From an optimization exercise on the open Yosys and OpenROAD flow, aimed at small area and a short achievable clock period; shortcuts taken in it are not production practice.
The RTL was checked by simulation tests, not by an equivalence proof against the original design.
Power figures rest on the tool's default switching activity, not on a simulated workload.

===== flow/design.v =====
module HA(a, b, Sum, Cout);
input a, b;  
output Sum, Cout;  
assign Sum = a ^ b; 
assign Cout = a & b; 
endmodule
module HA_n(na, nb, nSum, nCout);
input na, nb;
output nSum, nCout;
gate_xnor2 x (.a(na), .b(nb), .y(nSum));
gate_or2   o (.a(na), .b(nb), .y(nCout));
endmodule
module gate_xnor2(a, b, y);
input a, b;
output y;
assign y = ~(a ^ b);
endmodule
module gate_or2(a, b, y);
input a, b;
output y;
assign y = a | b;
endmodule
module csa_dadda(A,B,Cin,Y,Cout);
input A,B,Cin;
output Y,Cout;
assign Y = A^B^Cin;
assign Cout = (A&B)|(A&Cin)|(B&Cin);
endmodule
module final_adder(a, b, s);
    input [31:0] a, b;
    output [31:0] s;
    wire [31:0] p = a ^ b;
    wire [31:0] g = a & b;
    wire G0 = g[0] | (p[0] & 1'b1);
    wire G1 = g[2] | (p[2] & g[1]);
    wire P1 = p[2] & p[1];
    wire G2 = g[4] | (p[4] & g[3]);
    wire P2 = p[4] & p[3];
    wire G3 = g[6] | (p[6] & g[5]);
    wire P3 = p[6] & p[5];
    wire G4 = g[8] | (p[8] & g[7]);
    wire P4 = p[8] & p[7];
    wire G5 = g[10] | (p[10] & g[9]);
    wire P5 = p[10] & p[9];
    wire G6 = g[12] | (p[12] & g[11]);
    wire P6 = p[12] & p[11];
    wire G7 = g[14] | (p[14] & g[13]);
    wire P7 = p[14] & p[13];
    wire G8 = g[16] | (p[16] & g[15]);
    wire P8 = p[16] & p[15];
    wire G9 = g[18] | (p[18] & g[17]);
    wire P9 = p[18] & p[17];
    wire G10 = g[20] | (p[20] & g[19]);
    wire P10 = p[20] & p[19];
    wire G11 = g[22] | (p[22] & g[21]);
    wire P11 = p[22] & p[21];
    wire G12 = g[24] | (p[24] & g[23]);
    wire P12 = p[24] & p[23];
    wire G13 = g[26] | (p[26] & g[25]);
    wire P13 = p[26] & p[25];
    wire G14 = g[28] | (p[28] & g[27]);
    wire P14 = p[28] & p[27];
    wire G15 = g[30] | (p[30] & g[29]);
    wire P15 = p[30] & p[29];
    wire G16 = G1 | (P1 & G0);
    wire G17 = G3 | (P3 & G2);
    wire P17 = P3 & P2;
    wire G18 = G5 | (P5 & G4);
    wire P18 = P5 & P4;
    wire G19 = G7 | (P7 & G6);
    wire P19 = P7 & P6;
    wire G20 = G9 | (P9 & G8);
    wire P20 = P9 & P8;
    wire G21 = G11 | (P11 & G10);
    wire P21 = P11 & P10;
    wire G22 = G13 | (P13 & G12);
    wire P22 = P13 & P12;
    wire G23 = G15 | (P15 & G14);
    wire P23 = P15 & P14;
    wire G24 = G17 | (P17 & G16);
    wire G25 = G19 | (P19 & G18);
    wire P25 = P19 & P18;
    wire G26 = G21 | (P21 & G20);
    wire P26 = P21 & P20;
    wire G27 = G23 | (P23 & G22);
    wire P27 = P23 & P22;
    wire G28 = G25 | (P25 & G24);
    wire G29 = G27 | (P27 & G26);
    wire P29 = P27 & P26;
    wire G30 = G29 | (P29 & G28);
    wire G31 = G26 | (P26 & G28);
    wire G32 = G18 | (P18 & G24);
    wire G33 = G20 | (P20 & G28);
    wire G34 = G22 | (P22 & G31);
    wire G35 = G2 | (P2 & G16);
    wire G36 = G4 | (P4 & G24);
    wire G37 = G6 | (P6 & G32);
    wire G38 = G8 | (P8 & G28);
    wire G39 = G10 | (P10 & G33);
    wire G40 = G12 | (P12 & G31);
    wire G41 = G14 | (P14 & G34);
    wire G42 = g[1] | (p[1] & G0);
    wire G43 = g[3] | (p[3] & G16);
    wire G44 = g[5] | (p[5] & G35);
    wire G45 = g[7] | (p[7] & G24);
    wire G46 = g[9] | (p[9] & G36);
    wire G47 = g[11] | (p[11] & G32);
    wire G48 = g[13] | (p[13] & G37);
    wire G49 = g[15] | (p[15] & G28);
    wire G50 = g[17] | (p[17] & G38);
    wire G51 = g[19] | (p[19] & G33);
    wire G52 = g[21] | (p[21] & G39);
    wire G53 = g[23] | (p[23] & G31);
    wire G54 = g[25] | (p[25] & G40);
    wire G55 = g[27] | (p[27] & G34);
    wire G56 = g[29] | (p[29] & G41);
    wire G57 = g[31] | (p[31] & G30);
    assign s[0] = p[0] ^ 1'b1;
    assign s[1] = p[1] ^ G0;
    assign s[2] = p[2] ^ G42;
    assign s[3] = p[3] ^ G16;
    assign s[4] = p[4] ^ G43;
    assign s[5] = p[5] ^ G35;
    assign s[6] = p[6] ^ G44;
    assign s[7] = p[7] ^ G24;
    assign s[8] = p[8] ^ G45;
    assign s[9] = p[9] ^ G36;
    assign s[10] = p[10] ^ G46;
    assign s[11] = p[11] ^ G32;
    assign s[12] = p[12] ^ G47;
    assign s[13] = p[13] ^ G37;
    assign s[14] = p[14] ^ G48;
    assign s[15] = p[15] ^ G28;
    assign s[16] = p[16] ^ G49;
    assign s[17] = p[17] ^ G38;
    assign s[18] = p[18] ^ G50;
    assign s[19] = p[19] ^ G33;
    assign s[20] = p[20] ^ G51;
    assign s[21] = p[21] ^ G39;
    assign s[22] = p[22] ^ G52;
    assign s[23] = p[23] ^ G31;
    assign s[24] = p[24] ^ G53;
    assign s[25] = p[25] ^ G40;
    assign s[26] = p[26] ^ G54;
    assign s[27] = p[27] ^ G34;
    assign s[28] = p[28] ^ G55;
    assign s[29] = p[29] ^ G41;
    assign s[30] = p[30] ^ G56;
    assign s[31] = p[31] ^ G30;
endmodule
module dadda_16_pipelined(clk, rst, A, B, Y_reg);
    input clk, rst;
    input [15:0] A;
    input [15:0] B;
    output reg [31:0] Y_reg;
    reg [15:0] a1, a2, a3, a4, a5, a6;
    reg [15:0] b1, b2, b3, b4, b5, b6;
    always @(posedge clk) begin
        a1 <= A;  a2 <= a1; a3 <= a2; a4 <= a3; a5 <= a4; a6 <= a5;
        b1 <= B;  b2 <= b1; b3 <= b2; b4 <= b3; b5 <= b4; b6 <= b5;
    end
    reg [2:0] hold;
    always @(posedge clk) begin
        if (!rst) hold <= 3'd7;
        else if (hold != 3'd0) hold <= hold - 3'd1;
    end
    wire ok = rst & (hold == 3'd0);
    wire [255:0] npp;
    genvar i, j;
    generate
        for (i = 0; i < 16; i = i + 1) begin : g_i
            for (j = 0; j < 16; j = j + 1) begin : g_j
                assign npp[i*16+j] = ~(a6[j] & b6[i]);
            end
        end
    endgenerate
    wire n0, n1, n2, n3, n4, n5, n6, n7, n8, n9, n10, n11, n12, n13, n14, n15;
    wire n16, n17, n18, n19, n20, n21, n22, n23, n24, n25, n26, n27, n28, n29, n30, n31;
    wire n32, n33, n34, n35, n36, n37, n38, n39, n40, n41, n42, n43, n44, n45, n46, n47;
    wire n48, n49, n50, n51, n52, n53, n54, n55, n56, n57, n58, n59, n60, n61, n62, n63;
    wire n64, n65, n66, n67, n68, n69, n70, n71, n72, n73, n74, n75, n76, n77, n78, n79;
    wire n80, n81, n82, n83, n84, n85, n86, n87, n88, n89, n90, n91, n92, n93, n94, n95;
    wire n96, n97, n98, n99, n100, n101, n102, n103, n104, n105, n106, n107, n108, n109, n110, n111;
    wire n112, n113, n114, n115, n116, n117, n118, n119, n120, n121, n122, n123, n124, n125, n126, n127;
    wire n128, n129, n130, n131, n132, n133, n134, n135, n136, n137, n138, n139, n140, n141, n142, n143;
    wire n144, n145, n146, n147, n148, n149, n150, n151, n152, n153, n154, n155, n156, n157, n158, n159;
    wire n160, n161, n162, n163, n164, n165, n166, n167, n168, n169, n170, n171, n172, n173, n174, n175;
    wire n176, n177, n178, n179, n180, n181, n182, n183, n184, n185, n186, n187, n188, n189, n190, n191;
    wire n192, n193, n194, n195, n196, n197, n198, n199, n200, n201, n202, n203, n204, n205, n206, n207;
    wire n208, n209, n210, n211, n212, n213, n214, n215, n216, n217, n218, n219, n220, n221, n222, n223;
    wire n224, n225, n226, n227, n228, n229, n230, n231, n232, n233, n234, n235, n236, n237, n238, n239;
    wire n240, n241, n242, n243, n244, n245, n246, n247, n248, n249, n250, n251, n252, n253, n254, n255;
    wire n256, n257, n258, n259, n260, n261, n262, n263, n264, n265, n266, n267, n268, n269, n270, n271;
    wire n272, n273, n274, n275, n276, n277, n278, n279, n280, n281, n282, n283, n284, n285, n286, n287;
    wire n288, n289, n290, n291, n292, n293, n294, n295, n296, n297, n298, n299, n300, n301, n302, n303;
    wire n304, n305, n306, n307, n308, n309, n310, n311, n312, n313, n314, n315, n316, n317, n318, n319;
    wire n320, n321, n322, n323, n324, n325, n326, n327, n328, n329, n330, n331, n332, n333, n334, n335;
    wire n336, n337, n338, n339, n340, n341, n342, n343, n344, n345, n346, n347, n348, n349, n350, n351;
    wire n352, n353, n354, n355, n356, n357, n358, n359, n360, n361, n362, n363, n364, n365, n366, n367;
    wire n368, n369, n370, n371, n372, n373, n374, n375, n376, n377, n378, n379, n380, n381, n382, n383;
    wire n384, n385, n386, n387, n388, n389, n390, n391, n392, n393, n394, n395, n396, n397, n398, n399;
    wire n400, n401, n402, n403, n404, n405, n406, n407, n408, n409, n410, n411, n412, n413, n414, n415;
    wire n416, n417, n418, n419;
    HA_n ha0 (.na(npp[13]), .nb(npp[28]), .nSum(n0), .nCout(n1));
    csa_dadda fa0 (.A(npp[14]), .B(npp[29]), .Cin(npp[44]), .Y(n2), .Cout(n3));
    HA_n ha1 (.na(npp[59]), .nb(npp[74]), .nSum(n4), .nCout(n5));
    csa_dadda fa1 (.A(npp[15]), .B(npp[30]), .Cin(npp[45]), .Y(n6), .Cout(n7));
    csa_dadda fa2 (.A(npp[60]), .B(npp[75]), .Cin(npp[90]), .Y(n8), .Cout(n9));
    HA_n ha2 (.na(npp[105]), .nb(npp[120]), .nSum(n10), .nCout(n11));
    csa_dadda fa3 (.A(npp[31]), .B(npp[46]), .Cin(npp[61]), .Y(n12), .Cout(n13));
    csa_dadda fa4 (.A(npp[76]), .B(npp[91]), .Cin(npp[106]), .Y(n14), .Cout(n15));
    HA_n ha3 (.na(npp[121]), .nb(npp[136]), .nSum(n16), .nCout(n17));
    csa_dadda fa5 (.A(npp[47]), .B(npp[62]), .Cin(npp[77]), .Y(n18), .Cout(n19));
    csa_dadda fa6 (.A(npp[92]), .B(npp[107]), .Cin(npp[122]), .Y(n20), .Cout(n21));
    csa_dadda fa7 (.A(npp[63]), .B(npp[78]), .Cin(npp[93]), .Y(n22), .Cout(n23));
    HA_n ha4 (.na(npp[9]), .nb(npp[24]), .nSum(n24), .nCout(n25));
    csa_dadda fa8 (.A(npp[10]), .B(npp[25]), .Cin(npp[40]), .Y(n26), .Cout(n27));
    HA_n ha5 (.na(npp[55]), .nb(npp[70]), .nSum(n28), .nCout(n29));
    csa_dadda fa9 (.A(npp[11]), .B(npp[26]), .Cin(npp[41]), .Y(n30), .Cout(n31));
    csa_dadda fa10 (.A(npp[56]), .B(npp[71]), .Cin(npp[86]), .Y(n32), .Cout(n33));
    HA_n ha6 (.na(npp[101]), .nb(npp[116]), .nSum(n34), .nCout(n35));
    csa_dadda fa11 (.A(npp[12]), .B(npp[27]), .Cin(npp[42]), .Y(n36), .Cout(n37));
    csa_dadda fa12 (.A(npp[57]), .B(npp[72]), .Cin(npp[87]), .Y(n38), .Cout(n39));
    csa_dadda fa13 (.A(npp[102]), .B(npp[117]), .Cin(npp[132]), .Y(n40), .Cout(n41));
    HA_n ha7 (.na(npp[147]), .nb(npp[162]), .nSum(n42), .nCout(n43));
    csa_dadda fa14 (.A(npp[43]), .B(npp[58]), .Cin(npp[73]), .Y(n44), .Cout(n45));
    csa_dadda fa15 (.A(npp[88]), .B(npp[103]), .Cin(npp[118]), .Y(n46), .Cout(n47));
    csa_dadda fa16 (.A(npp[133]), .B(npp[148]), .Cin(npp[163]), .Y(n48), .Cout(n49));
    csa_dadda fa17 (.A(npp[178]), .B(npp[193]), .Cin(npp[208]), .Y(n50), .Cout(n51));
    csa_dadda fa18 (.A(npp[89]), .B(npp[104]), .Cin(npp[119]), .Y(n52), .Cout(n53));
    csa_dadda fa19 (.A(npp[134]), .B(npp[149]), .Cin(npp[164]), .Y(n54), .Cout(n55));
    csa_dadda fa20 (.A(npp[179]), .B(npp[194]), .Cin(npp[209]), .Y(n56), .Cout(n57));
    csa_dadda fa21 (.A(npp[224]), .B(n2), .Cin(n4), .Y(n58), .Cout(n59));
    csa_dadda fa22 (.A(npp[135]), .B(npp[150]), .Cin(npp[165]), .Y(n60), .Cout(n61));
    csa_dadda fa23 (.A(npp[180]), .B(npp[195]), .Cin(npp[210]), .Y(n62), .Cout(n63));
    csa_dadda fa24 (.A(npp[225]), .B(npp[240]), .Cin(n6), .Y(n64), .Cout(n65));
    csa_dadda fa25 (.A(n8), .B(n10), .Cin(n3), .Y(n66), .Cout(n67));
    csa_dadda fa26 (.A(npp[151]), .B(npp[166]), .Cin(npp[181]), .Y(n68), .Cout(n69));
    csa_dadda fa27 (.A(npp[196]), .B(npp[211]), .Cin(npp[226]), .Y(n70), .Cout(n71));
    csa_dadda fa28 (.A(npp[241]), .B(n12), .Cin(n14), .Y(n72), .Cout(n73));
    csa_dadda fa29 (.A(n16), .B(n7), .Cin(n9), .Y(n74), .Cout(n75));
    csa_dadda fa30 (.A(npp[137]), .B(npp[152]), .Cin(npp[167]), .Y(n76), .Cout(n77));
    csa_dadda fa31 (.A(npp[182]), .B(npp[197]), .Cin(npp[212]), .Y(n78), .Cout(n79));
    csa_dadda fa32 (.A(npp[227]), .B(npp[242]), .Cin(n18), .Y(n80), .Cout(n81));
    csa_dadda fa33 (.A(n20), .B(n13), .Cin(n15), .Y(n82), .Cout(n83));
    csa_dadda fa34 (.A(npp[108]), .B(npp[123]), .Cin(npp[138]), .Y(n84), .Cout(n85));
    csa_dadda fa35 (.A(npp[153]), .B(npp[168]), .Cin(npp[183]), .Y(n86), .Cout(n87));
    csa_dadda fa36 (.A(npp[198]), .B(npp[213]), .Cin(npp[228]), .Y(n88), .Cout(n89));
    csa_dadda fa37 (.A(npp[243]), .B(n22), .Cin(n19), .Y(n90), .Cout(n91));
    csa_dadda fa38 (.A(npp[79]), .B(npp[94]), .Cin(npp[109]), .Y(n92), .Cout(n93));
    csa_dadda fa39 (.A(npp[124]), .B(npp[139]), .Cin(npp[154]), .Y(n94), .Cout(n95));
    csa_dadda fa40 (.A(npp[169]), .B(npp[184]), .Cin(npp[199]), .Y(n96), .Cout(n97));
    csa_dadda fa41 (.A(npp[214]), .B(npp[229]), .Cin(npp[244]), .Y(n98), .Cout(n99));
    csa_dadda fa42 (.A(npp[95]), .B(npp[110]), .Cin(npp[125]), .Y(n100), .Cout(n101));
    csa_dadda fa43 (.A(npp[140]), .B(npp[155]), .Cin(npp[170]), .Y(n102), .Cout(n103));
    csa_dadda fa44 (.A(npp[185]), .B(npp[200]), .Cin(npp[215]), .Y(n104), .Cout(n105));
    csa_dadda fa45 (.A(npp[111]), .B(npp[126]), .Cin(npp[141]), .Y(n106), .Cout(n107));
    csa_dadda fa46 (.A(npp[156]), .B(npp[171]), .Cin(npp[186]), .Y(n108), .Cout(n109));
    csa_dadda fa47 (.A(npp[127]), .B(npp[142]), .Cin(npp[157]), .Y(n110), .Cout(n111));
    HA_n ha8 (.na(npp[6]), .nb(npp[21]), .nSum(n112), .nCout(n113));
    csa_dadda fa48 (.A(npp[7]), .B(npp[22]), .Cin(npp[37]), .Y(n114), .Cout(n115));
    HA_n ha9 (.na(npp[52]), .nb(npp[67]), .nSum(n116), .nCout(n117));
    csa_dadda fa49 (.A(npp[8]), .B(npp[23]), .Cin(npp[38]), .Y(n118), .Cout(n119));
    csa_dadda fa50 (.A(npp[53]), .B(npp[68]), .Cin(npp[83]), .Y(n120), .Cout(n121));
    HA_n ha10 (.na(npp[98]), .nb(npp[113]), .nSum(n122), .nCout(n123));
    csa_dadda fa51 (.A(npp[39]), .B(npp[54]), .Cin(npp[69]), .Y(n124), .Cout(n125));
    csa_dadda fa52 (.A(npp[84]), .B(npp[99]), .Cin(npp[114]), .Y(n126), .Cout(n127));
    csa_dadda fa53 (.A(npp[129]), .B(npp[144]), .Cin(n24), .Y(n128), .Cout(n129));
    csa_dadda fa54 (.A(npp[85]), .B(npp[100]), .Cin(npp[115]), .Y(n130), .Cout(n131));
    csa_dadda fa55 (.A(npp[130]), .B(npp[145]), .Cin(npp[160]), .Y(n132), .Cout(n133));
    csa_dadda fa56 (.A(n26), .B(n28), .Cin(n25), .Y(n134), .Cout(n135));
    csa_dadda fa57 (.A(npp[131]), .B(npp[146]), .Cin(npp[161]), .Y(n136), .Cout(n137));
    csa_dadda fa58 (.A(npp[176]), .B(n30), .Cin(n32), .Y(n138), .Cout(n139));
    csa_dadda fa59 (.A(n34), .B(n27), .Cin(n29), .Y(n140), .Cout(n141));
    csa_dadda fa60 (.A(npp[177]), .B(npp[192]), .Cin(n36), .Y(n142), .Cout(n143));
    csa_dadda fa61 (.A(n38), .B(n40), .Cin(n42), .Y(n144), .Cout(n145));
    csa_dadda fa62 (.A(n31), .B(n33), .Cin(n35), .Y(n146), .Cout(n147));
    csa_dadda fa63 (.A(n0), .B(n44), .Cin(n46), .Y(n148), .Cout(n149));
    csa_dadda fa64 (.A(n48), .B(n50), .Cin(n37), .Y(n150), .Cout(n151));
    csa_dadda fa65 (.A(n39), .B(n41), .Cin(n43), .Y(n152), .Cout(n153));
    csa_dadda fa66 (.A(n1), .B(n52), .Cin(n54), .Y(n154), .Cout(n155));
    csa_dadda fa67 (.A(n56), .B(n58), .Cin(n45), .Y(n156), .Cout(n157));
    csa_dadda fa68 (.A(n47), .B(n49), .Cin(n51), .Y(n158), .Cout(n159));
    csa_dadda fa69 (.A(n5), .B(n60), .Cin(n62), .Y(n160), .Cout(n161));
    csa_dadda fa70 (.A(n64), .B(n66), .Cin(n53), .Y(n162), .Cout(n163));
    csa_dadda fa71 (.A(n55), .B(n57), .Cin(n59), .Y(n164), .Cout(n165));
    csa_dadda fa72 (.A(n11), .B(n68), .Cin(n70), .Y(n166), .Cout(n167));
    csa_dadda fa73 (.A(n72), .B(n74), .Cin(n61), .Y(n168), .Cout(n169));
    csa_dadda fa74 (.A(n63), .B(n65), .Cin(n67), .Y(n170), .Cout(n171));
    csa_dadda fa75 (.A(n17), .B(n76), .Cin(n78), .Y(n172), .Cout(n173));
    csa_dadda fa76 (.A(n80), .B(n82), .Cin(n69), .Y(n174), .Cout(n175));
    csa_dadda fa77 (.A(n71), .B(n73), .Cin(n75), .Y(n176), .Cout(n177));
    csa_dadda fa78 (.A(n21), .B(n84), .Cin(n86), .Y(n178), .Cout(n179));
    csa_dadda fa79 (.A(n88), .B(n90), .Cin(n77), .Y(n180), .Cout(n181));
    csa_dadda fa80 (.A(n79), .B(n81), .Cin(n83), .Y(n182), .Cout(n183));
    csa_dadda fa81 (.A(n23), .B(n92), .Cin(n94), .Y(n184), .Cout(n185));
    csa_dadda fa82 (.A(n96), .B(n98), .Cin(n85), .Y(n186), .Cout(n187));
    csa_dadda fa83 (.A(n87), .B(n89), .Cin(n91), .Y(n188), .Cout(n189));
    csa_dadda fa84 (.A(npp[230]), .B(npp[245]), .Cin(n100), .Y(n190), .Cout(n191));
    csa_dadda fa85 (.A(n102), .B(n104), .Cin(n93), .Y(n192), .Cout(n193));
    csa_dadda fa86 (.A(n95), .B(n97), .Cin(n99), .Y(n194), .Cout(n195));
    csa_dadda fa87 (.A(npp[201]), .B(npp[216]), .Cin(npp[231]), .Y(n196), .Cout(n197));
    csa_dadda fa88 (.A(npp[246]), .B(n106), .Cin(n108), .Y(n198), .Cout(n199));
    csa_dadda fa89 (.A(n101), .B(n103), .Cin(n105), .Y(n200), .Cout(n201));
    csa_dadda fa90 (.A(npp[172]), .B(npp[187]), .Cin(npp[202]), .Y(n202), .Cout(n203));
    csa_dadda fa91 (.A(npp[217]), .B(npp[232]), .Cin(npp[247]), .Y(n204), .Cout(n205));
    csa_dadda fa92 (.A(n110), .B(n107), .Cin(n109), .Y(n206), .Cout(n207));
    csa_dadda fa93 (.A(npp[143]), .B(npp[158]), .Cin(npp[173]), .Y(n208), .Cout(n209));
    csa_dadda fa94 (.A(npp[188]), .B(npp[203]), .Cin(npp[218]), .Y(n210), .Cout(n211));
    csa_dadda fa95 (.A(npp[233]), .B(npp[248]), .Cin(n111), .Y(n212), .Cout(n213));
    csa_dadda fa96 (.A(npp[159]), .B(npp[174]), .Cin(npp[189]), .Y(n214), .Cout(n215));
    csa_dadda fa97 (.A(npp[204]), .B(npp[219]), .Cin(npp[234]), .Y(n216), .Cout(n217));
    csa_dadda fa98 (.A(npp[175]), .B(npp[190]), .Cin(npp[205]), .Y(n218), .Cout(n219));
    HA_n ha11 (.na(npp[4]), .nb(npp[19]), .nSum(n220), .nCout(n221));
    csa_dadda fa99 (.A(npp[5]), .B(npp[20]), .Cin(npp[35]), .Y(n222), .Cout(n223));
    HA_n ha12 (.na(npp[50]), .nb(npp[65]), .nSum(n224), .nCout(n225));
    csa_dadda fa100 (.A(npp[36]), .B(npp[51]), .Cin(npp[66]), .Y(n226), .Cout(n227));
    csa_dadda fa101 (.A(npp[81]), .B(npp[96]), .Cin(n112), .Y(n228), .Cout(n229));
    csa_dadda fa102 (.A(npp[82]), .B(npp[97]), .Cin(npp[112]), .Y(n230), .Cout(n231));
    csa_dadda fa103 (.A(n114), .B(n116), .Cin(n113), .Y(n232), .Cout(n233));
    csa_dadda fa104 (.A(npp[128]), .B(n118), .Cin(n120), .Y(n234), .Cout(n235));
    csa_dadda fa105 (.A(n122), .B(n115), .Cin(n117), .Y(n236), .Cout(n237));
    csa_dadda fa106 (.A(n124), .B(n126), .Cin(n128), .Y(n238), .Cout(n239));
    csa_dadda fa107 (.A(n119), .B(n121), .Cin(n123), .Y(n240), .Cout(n241));
    csa_dadda fa108 (.A(n130), .B(n132), .Cin(n134), .Y(n242), .Cout(n243));
    csa_dadda fa109 (.A(n125), .B(n127), .Cin(n129), .Y(n244), .Cout(n245));
    csa_dadda fa110 (.A(n136), .B(n138), .Cin(n140), .Y(n246), .Cout(n247));
    csa_dadda fa111 (.A(n131), .B(n133), .Cin(n135), .Y(n248), .Cout(n249));
    csa_dadda fa112 (.A(n142), .B(n144), .Cin(n146), .Y(n250), .Cout(n251));
    csa_dadda fa113 (.A(n137), .B(n139), .Cin(n141), .Y(n252), .Cout(n253));
    csa_dadda fa114 (.A(n148), .B(n150), .Cin(n152), .Y(n254), .Cout(n255));
    csa_dadda fa115 (.A(n143), .B(n145), .Cin(n147), .Y(n256), .Cout(n257));
    csa_dadda fa116 (.A(n154), .B(n156), .Cin(n158), .Y(n258), .Cout(n259));
    csa_dadda fa117 (.A(n149), .B(n151), .Cin(n153), .Y(n260), .Cout(n261));
    csa_dadda fa118 (.A(n160), .B(n162), .Cin(n164), .Y(n262), .Cout(n263));
    csa_dadda fa119 (.A(n155), .B(n157), .Cin(n159), .Y(n264), .Cout(n265));
    csa_dadda fa120 (.A(n166), .B(n168), .Cin(n170), .Y(n266), .Cout(n267));
    csa_dadda fa121 (.A(n161), .B(n163), .Cin(n165), .Y(n268), .Cout(n269));
    csa_dadda fa122 (.A(n172), .B(n174), .Cin(n176), .Y(n270), .Cout(n271));
    csa_dadda fa123 (.A(n167), .B(n169), .Cin(n171), .Y(n272), .Cout(n273));
    csa_dadda fa124 (.A(n178), .B(n180), .Cin(n182), .Y(n274), .Cout(n275));
    csa_dadda fa125 (.A(n173), .B(n175), .Cin(n177), .Y(n276), .Cout(n277));
    csa_dadda fa126 (.A(n184), .B(n186), .Cin(n188), .Y(n278), .Cout(n279));
    csa_dadda fa127 (.A(n179), .B(n181), .Cin(n183), .Y(n280), .Cout(n281));
    csa_dadda fa128 (.A(n190), .B(n192), .Cin(n194), .Y(n282), .Cout(n283));
    csa_dadda fa129 (.A(n185), .B(n187), .Cin(n189), .Y(n284), .Cout(n285));
    csa_dadda fa130 (.A(n196), .B(n198), .Cin(n200), .Y(n286), .Cout(n287));
    csa_dadda fa131 (.A(n191), .B(n193), .Cin(n195), .Y(n288), .Cout(n289));
    csa_dadda fa132 (.A(n202), .B(n204), .Cin(n206), .Y(n290), .Cout(n291));
    csa_dadda fa133 (.A(n197), .B(n199), .Cin(n201), .Y(n292), .Cout(n293));
    csa_dadda fa134 (.A(n208), .B(n210), .Cin(n212), .Y(n294), .Cout(n295));
    csa_dadda fa135 (.A(n203), .B(n205), .Cin(n207), .Y(n296), .Cout(n297));
    csa_dadda fa136 (.A(npp[249]), .B(n214), .Cin(n216), .Y(n298), .Cout(n299));
    csa_dadda fa137 (.A(n209), .B(n211), .Cin(n213), .Y(n300), .Cout(n301));
    csa_dadda fa138 (.A(npp[220]), .B(npp[235]), .Cin(npp[250]), .Y(n302), .Cout(n303));
    csa_dadda fa139 (.A(n218), .B(n215), .Cin(n217), .Y(n304), .Cout(n305));
    csa_dadda fa140 (.A(npp[191]), .B(npp[206]), .Cin(npp[221]), .Y(n306), .Cout(n307));
    csa_dadda fa141 (.A(npp[236]), .B(npp[251]), .Cin(n219), .Y(n308), .Cout(n309));
    csa_dadda fa142 (.A(npp[207]), .B(npp[222]), .Cin(npp[237]), .Y(n310), .Cout(n311));
    HA_n ha13 (.na(npp[3]), .nb(npp[18]), .nSum(n312), .nCout(n313));
    csa_dadda fa143 (.A(npp[34]), .B(npp[49]), .Cin(npp[64]), .Y(n314), .Cout(n315));
    csa_dadda fa144 (.A(npp[80]), .B(n222), .Cin(n224), .Y(n316), .Cout(n317));
    csa_dadda fa145 (.A(n226), .B(n228), .Cin(n223), .Y(n318), .Cout(n319));
    csa_dadda fa146 (.A(n230), .B(n232), .Cin(n227), .Y(n320), .Cout(n321));
    csa_dadda fa147 (.A(n234), .B(n236), .Cin(n231), .Y(n322), .Cout(n323));
    csa_dadda fa148 (.A(n238), .B(n240), .Cin(n235), .Y(n324), .Cout(n325));
    csa_dadda fa149 (.A(n242), .B(n244), .Cin(n239), .Y(n326), .Cout(n327));
    csa_dadda fa150 (.A(n246), .B(n248), .Cin(n243), .Y(n328), .Cout(n329));
    csa_dadda fa151 (.A(n250), .B(n252), .Cin(n247), .Y(n330), .Cout(n331));
    csa_dadda fa152 (.A(n254), .B(n256), .Cin(n251), .Y(n332), .Cout(n333));
    csa_dadda fa153 (.A(n258), .B(n260), .Cin(n255), .Y(n334), .Cout(n335));
    csa_dadda fa154 (.A(n262), .B(n264), .Cin(n259), .Y(n336), .Cout(n337));
    csa_dadda fa155 (.A(n266), .B(n268), .Cin(n263), .Y(n338), .Cout(n339));
    csa_dadda fa156 (.A(n270), .B(n272), .Cin(n267), .Y(n340), .Cout(n341));
    csa_dadda fa157 (.A(n274), .B(n276), .Cin(n271), .Y(n342), .Cout(n343));
    csa_dadda fa158 (.A(n278), .B(n280), .Cin(n275), .Y(n344), .Cout(n345));
    csa_dadda fa159 (.A(n282), .B(n284), .Cin(n279), .Y(n346), .Cout(n347));
    csa_dadda fa160 (.A(n286), .B(n288), .Cin(n283), .Y(n348), .Cout(n349));
    csa_dadda fa161 (.A(n290), .B(n292), .Cin(n287), .Y(n350), .Cout(n351));
    csa_dadda fa162 (.A(n294), .B(n296), .Cin(n291), .Y(n352), .Cout(n353));
    csa_dadda fa163 (.A(n298), .B(n300), .Cin(n295), .Y(n354), .Cout(n355));
    csa_dadda fa164 (.A(n302), .B(n304), .Cin(n299), .Y(n356), .Cout(n357));
    csa_dadda fa165 (.A(n306), .B(n308), .Cin(n303), .Y(n358), .Cout(n359));
    csa_dadda fa166 (.A(npp[252]), .B(n310), .Cin(n307), .Y(n360), .Cout(n361));
    csa_dadda fa167 (.A(npp[223]), .B(npp[238]), .Cin(npp[253]), .Y(n362), .Cout(n363));
    reg [87:0] m_q;
    always @(posedge clk) begin
        m_q <= {npp[255], n363, npp[254], npp[239], n361, n362, n311, n359, n360, n309, n357, n358, n305, n355, n356, n301, n353, n354, n297, n351, n352, n293, n349, n350, n289, n347, n348, n285, n345, n346, n281, n343, n344, n277, n341, n342, n273, n339, n340, n269, n337, n338, n265, n335, n336, n261, n333, n334, n257, n331, n332, n253, n329, n330, n249, n327, n328, n245, n325, n326, n241, n323, n324, n237, n321, n322, n233, n319, n320, n229, n317, n318, n225, n315, n316, n221, n313, n314, n220, n312, npp[48], npp[33], npp[32], npp[17], npp[2], npp[16], npp[1], npp[0]};
    end
    HA_n ha14 (.na(m_q[3]), .nb(m_q[4]), .nSum(n364), .nCout(n365));
    csa_dadda fa168 (.A(m_q[6]), .B(m_q[7]), .Cin(m_q[8]), .Y(n366), .Cout(n367));
    csa_dadda fa169 (.A(m_q[9]), .B(m_q[10]), .Cin(m_q[11]), .Y(n368), .Cout(n369));
    csa_dadda fa170 (.A(m_q[12]), .B(m_q[13]), .Cin(m_q[14]), .Y(n370), .Cout(n371));
    csa_dadda fa171 (.A(m_q[15]), .B(m_q[16]), .Cin(m_q[17]), .Y(n372), .Cout(n373));
    csa_dadda fa172 (.A(m_q[18]), .B(m_q[19]), .Cin(m_q[20]), .Y(n374), .Cout(n375));
    csa_dadda fa173 (.A(m_q[21]), .B(m_q[22]), .Cin(m_q[23]), .Y(n376), .Cout(n377));
    csa_dadda fa174 (.A(m_q[24]), .B(m_q[25]), .Cin(m_q[26]), .Y(n378), .Cout(n379));
    csa_dadda fa175 (.A(m_q[27]), .B(m_q[28]), .Cin(m_q[29]), .Y(n380), .Cout(n381));
    csa_dadda fa176 (.A(m_q[30]), .B(m_q[31]), .Cin(m_q[32]), .Y(n382), .Cout(n383));
    csa_dadda fa177 (.A(m_q[33]), .B(m_q[34]), .Cin(m_q[35]), .Y(n384), .Cout(n385));
    csa_dadda fa178 (.A(m_q[36]), .B(m_q[37]), .Cin(m_q[38]), .Y(n386), .Cout(n387));
    csa_dadda fa179 (.A(m_q[39]), .B(m_q[40]), .Cin(m_q[41]), .Y(n388), .Cout(n389));
    csa_dadda fa180 (.A(m_q[42]), .B(m_q[43]), .Cin(m_q[44]), .Y(n390), .Cout(n391));
    csa_dadda fa181 (.A(m_q[45]), .B(m_q[46]), .Cin(m_q[47]), .Y(n392), .Cout(n393));
    csa_dadda fa182 (.A(m_q[48]), .B(m_q[49]), .Cin(m_q[50]), .Y(n394), .Cout(n395));
    csa_dadda fa183 (.A(m_q[51]), .B(m_q[52]), .Cin(m_q[53]), .Y(n396), .Cout(n397));
    csa_dadda fa184 (.A(m_q[54]), .B(m_q[55]), .Cin(m_q[56]), .Y(n398), .Cout(n399));
    csa_dadda fa185 (.A(m_q[57]), .B(m_q[58]), .Cin(m_q[59]), .Y(n400), .Cout(n401));
    csa_dadda fa186 (.A(m_q[60]), .B(m_q[61]), .Cin(m_q[62]), .Y(n402), .Cout(n403));
    csa_dadda fa187 (.A(m_q[63]), .B(m_q[64]), .Cin(m_q[65]), .Y(n404), .Cout(n405));
    csa_dadda fa188 (.A(m_q[66]), .B(m_q[67]), .Cin(m_q[68]), .Y(n406), .Cout(n407));
    csa_dadda fa189 (.A(m_q[69]), .B(m_q[70]), .Cin(m_q[71]), .Y(n408), .Cout(n409));
    csa_dadda fa190 (.A(m_q[72]), .B(m_q[73]), .Cin(m_q[74]), .Y(n410), .Cout(n411));
    csa_dadda fa191 (.A(m_q[75]), .B(m_q[76]), .Cin(m_q[77]), .Y(n412), .Cout(n413));
    csa_dadda fa192 (.A(m_q[78]), .B(m_q[79]), .Cin(m_q[80]), .Y(n414), .Cout(n415));
    csa_dadda fa193 (.A(m_q[81]), .B(m_q[82]), .Cin(m_q[83]), .Y(n416), .Cout(n417));
    csa_dadda fa194 (.A(m_q[84]), .B(m_q[85]), .Cin(m_q[86]), .Y(n418), .Cout(n419));
    wire [31:0] nr0 = {1'b1, m_q[87], n418, n416, n414, n412, n410, n408, n406, n404, n402, n400, n398, n396, n394, n392, n390, n388, n386, n384, n382, n380, n378, n376, n374, n372, n370, n368, n366, m_q[5], m_q[1], m_q[0]};
    wire [31:0] nr1 = {1'b1, n419, n417, n415, n413, n411, n409, n407, n405, n403, n401, n399, n397, n395, n393, n391, n389, n387, n385, n383, n381, n379, n377, n375, n373, n371, n369, n367, n365, n364, m_q[2], 1'b1};
    wire [31:0] nsum;
    final_adder fadd (.a(nr0), .b(nr1), .s(nsum));
    always @(posedge clk) begin
        Y_reg <= ok ? ~nsum : 32'd0;
    end
endmodule

===== flow/standard.sh =====
#!/bin/bash
# synth_recipe.tcl (not shown) runs the flow's synth.tcl, then flattens the netlist and writes it again
# the make line also repeats each setting of config.mk as NAME=value (left out here)
make -C /OpenROAD-flow-scripts/flow DESIGN_CONFIG=/design/flow/config.mk WORK_HOME=/design/flow/orfs CLKGATE_MAP_FILE= SYNTH_SCRIPT=/design/flow/synth_recipe.tcl "${@:-finish}"

===== flow/config.mk =====
export PLATFORM = sky130hd
export DESIGN_NAME = dadda_16_pipelined
export DESIGN_NICKNAME = dadda_16_pipelined
export VERILOG_FILES = /design/flow/design.v
export SDC_FILE = /design/flow/constraint.sdc
export NUM_CORES = 4
export LEC_CHECK = 0
export CAP_MARGIN = 20
export CORE_MARGIN = 2
export CORE_UTILIZATION = 40
export SLEW_MARGIN = 20
export SYNTH_HIERARCHICAL = 1
export SYNTH_MINIMUM_KEEP_SIZE = 0

===== flow/constraint.sdc =====
create_clock -name core_clock -period 9.0 [get_ports {clk}]
set_input_delay 1.8000 -clock core_clock [delete_from_list [all_inputs] [get_ports {clk}]]
set_output_delay 1.8000 -clock core_clock [all_outputs]
set_load 0.01 [all_outputs]

===== flow/flow/run.sh =====
#!/bin/bash
set -euo pipefail
cd "$(dirname "${BASH_SOURCE[0]}")/.."
bash standard.sh SETUP_SLACK_MARGIN=5.8 \
  "BUFFER_PORTS_ARGS=-buffer_cell sky130_fd_sc_hd__buf_1" finish > flow_make.log 2>&1

==> summary.txt <==
logic make-up after synthesis:
logic type	after synthesis	share of synthesized area [%]
compound gates	38	2.065
xor+xnor	32	2.093
fa+ha+maj	243	34.48
buf+inv	93	3.149
flops	315	47.09
mux	1	0.1121
other cells	1	0.02801
simple gates	339	10.98
cell type report:
type / count / area (sq um)
Sequential cell: 315 / 6384
Fill cell: 2996 / 17770
Inverter: 26 / 97.59
Tap cell: 448 / 560.5
Multi-Input combinational cell: 656 / 6838
Clock buffer: 43 / 910.9
Clock inverter: 14 / 203.9
Timing Repair Buffer: 100 / 516.7
worst max-delay path, stage by stage (launching register included):
cell and delay, ns:
dfxtp_2 0.32, fa_1 0.52, ha_4 0.29, o211ai_1 0.08, a21o_1 0.19, a31o_4 0.24
o311a_4 0.35, o31ai_4 0.22, buf_12 0.16, a31oi_4 0.09, o21ai_2 0.16, fa_1 0.44
nor2_2 0.08
modules after synthesis (local to each module, per instance), a selection:
module              flops+latches  area [sq um]
csa_dadda                       0         20.02
dadda_16_pipelined            315          7925
final_adder                     0          1336
gate_or2                        0         6.256
gate_xnor2                      0         8.758
per-layer routing:
layer  track usage [%]  routed length, um  vias to the layer above
met5                 0                  0                        -
met4             5.342                926                        0
met3             2.702               1350                       53
met2             24.03              11880                      235
met1             17.74              10010                     3587
li1                  -                  -                     3370
what timing repair did:
item,4_1_cts,5_1_grt
setup endpoints to repair,27,34
buffers inserted,8,27
pin swaps,14,30
resized for setup,47,30
path summary, 6_finish.rpt:
path	startpoint	to	slack (ns)	cells after the start
min	a1[0]	a2[0]	0.30	0
max	m_q[9]	Y_reg[27]	5.80	12
min reg2reg	a1[0]	a2[0]	0.30	0
max reg2reg	m_q[9]	Y_reg[27]	5.80	12
power groups by stage:
stage,sequential [mW],combinational [mW],clock (mW)
after floorplan,1.65,1.41,0
after global placement,1.70,1.74,0
after detailed placement,1.71,1.76,0
after CTS,1.67,1.91,1.40
after global routing,1.68,2.34,1.46
final,1.66,2.04,1.36
metrics by stage:
stage               std cells  cell area, sq um  power (mW)  setup slack, ns  util [%]
CTS                      1575             15190       4.992            5.666     45.66
finish                   1602             15510       5.070            5.796     46.61
global placement         1510             13880       3.445            5.469     41.70
global route             1602             15510       5.488            5.685     46.61
floorplan                1064             13450       3.061            5.801         -
detailed placement       1510             13880       3.473            5.427     41.70
placed cells by master, fill, tap and decap left out, types with 15 or more instances in the layout:
master	n
dfxtp_1	281
nand2_1	264
fa_1	206
buf_1	65
buf_4	32
clkbuf_16	31
nor2_2	27
ha_1	27
inv_1	25
xnor2_1	21
dfxtp_2	20
or2_1	15
==> results.sh <==
export IMPL_worst_pin_slew_ns=0.6982
export IMPL_postCtsHoldBufs=0
export IMPL_grt_ovfl_total=0
export IMPL_io_pins=66
export IMPL_dr_first_iter_drc_count=324
export IMPL_cap_violations=0
export IMPL_ys_flop_type="dfxtp_1"
export IMPL_final_nets=1407
export IMPL_area_growth_pct=15.84
export IMPL_cts_root_buf="clkbuf_16"
export IMPL_cts_buffer_depth=3
export IMPL_detail_route_antenna_nets=0
export IMPL_portBuffers=65
export IMPL_synth_edf_count=0
export IMPL_die_w_um=187.0
export IMPL_hold_violations=0
export IMPL_clock_latency_ns=0.58
export IMPL_drt_pass1_iterations=5
export IMPL_die_h_um=187.0
export IMPL_grt_max_degree=33
export IMPL_arrival_ns=3.71
export IMPL_setup_violations=0
export IMPL_grt_pass1_vias=7756
export IMPL_cp_end_kind="register"
export IMPL_rsz0062_at_grt="yes"
export IMPL_rows=67
export IMPL_synth_warning_count=7
export IMPL_hpwl_um=16660
export IMPL_pwr_share_clk_pct=26.9
export IMPL_initial_utilization_pct=40.23
export IMPL_startpoint_type="register"
export IMPL_track_usage_pct=14.07
export IMPL_p_comb_share_pct=40.3
export IMPL_die_area_sq_um=34960
export IMPL_cts_sinks=315
export IMPL_via_count=7245
export IMPL_numCtsBuffers=31
export IMPL_gp_congestion=0.8203
export IMPL_routed_via_density=4.522
export IMPL_p_int_mw=3.347
export IMPL_slew_headroom_pct=53.39
export IMPL_period_needed_ns=3.204
export IMPL_vdd_drop_max_v=0.0001791
export IMPL_drc=0
export IMPL_synth_seq_cells=315
export IMPL_cts_tree="yes"
export IMPL_max_freq_mhz=312.1
export IMPL_power_switching_mw=1.722
export IMPL_synth_cells=1062
export IMPL_htreeDepth=1
export IMPL_swShare_pct=33.97
export IMPL_critical_path_class="reg2reg"
export IMPL_diodes=0
export IMPL_synth_most_common_cell="dfxtp_1"
export IMPL_drive_above_1_share_pct=15.86
export IMPL_clk_pin_slew_ns=0.06
export IMPL_wl_per_cell_um=15.09
export IMPL_synth_area_leader_cell="dfxtp_1"
export IMPL_core_area_sq_um=33280
export IMPL_synth_cell_types=43
export IMPL_synthArstFlopShare_pct=0
export IMPL_synth_area_sq_um=13390
export IMPL_synth_common_cells="dfxtp_1 (315), nand2_1 (265), fa_1 (210)"
export IMPL_antenna_found_initial=0
export IMPL_hold_slack_ns=0.3018
export IMPL_seqPwrFrac_pct=32.8
export IMPL_synth_area_leaders="dfxtp_1 (47%), fa_1 (31%), nand2_1 (7.4%), ha_1 (3.1%), xnor2_1 (1.4%)"
export IMPL_maxSlewViolCount=0
export IMPL_ys_seq_area_share_pct=47.09
export IMPL_powerDensity_nw_per_um2=326.8
export IMPL_yosysTopAreaCellShare_pct=47.09
export IMPL_p_leak_nw=5.944
export IMPL_finalClockSkew_ns=0.02803
export IMPL_critPathRequiredTime_ns=9.51
export IMPL_status="timing/DRC/antenna clean"
export IMPL_hold_class="reg2reg"
export IMPL_grt_pass1_wl_um=39250
export IMPL_drt_total_wl_um=24170
export IMPL_setup_tns_ns=0
export IMPL_synth_area_per_cell_sq_um=12.61
export IMPL_period_share_pct=35.60
export IMPL_largest_reg_flops=88
export IMPL_crit_fanout=4

## separate check: timing with driven ports
The results above use ideal ports. As a check the final layout listed here was re-extracted and re-timed, cells and wires unchanged. Step 1, drivers: a clkbuf_16 drives clk and a buf_2 each remaining input, both assumed. Step 2 times the ports against the registers' clock, not the clock port: input delays grow and output delays shrink by t, the midpoint of the rising clock arrivals with the driver on. Slacks: ideal / step 1 / step 2; pairs: ideal / step 1.
shift t [ns]: 0.615
setup slack, ns: 5.796 / 5.796 / 5.796
hold slack, ns: 0.302 / 0.302 / 0.302
clock arrival spread, ns: 0.028 / 0.028
After both steps this run still meets setup and hold. For this run, drivers alone change the setup slack by 0.000 ns; drivers and shift together by 0.000 ns.
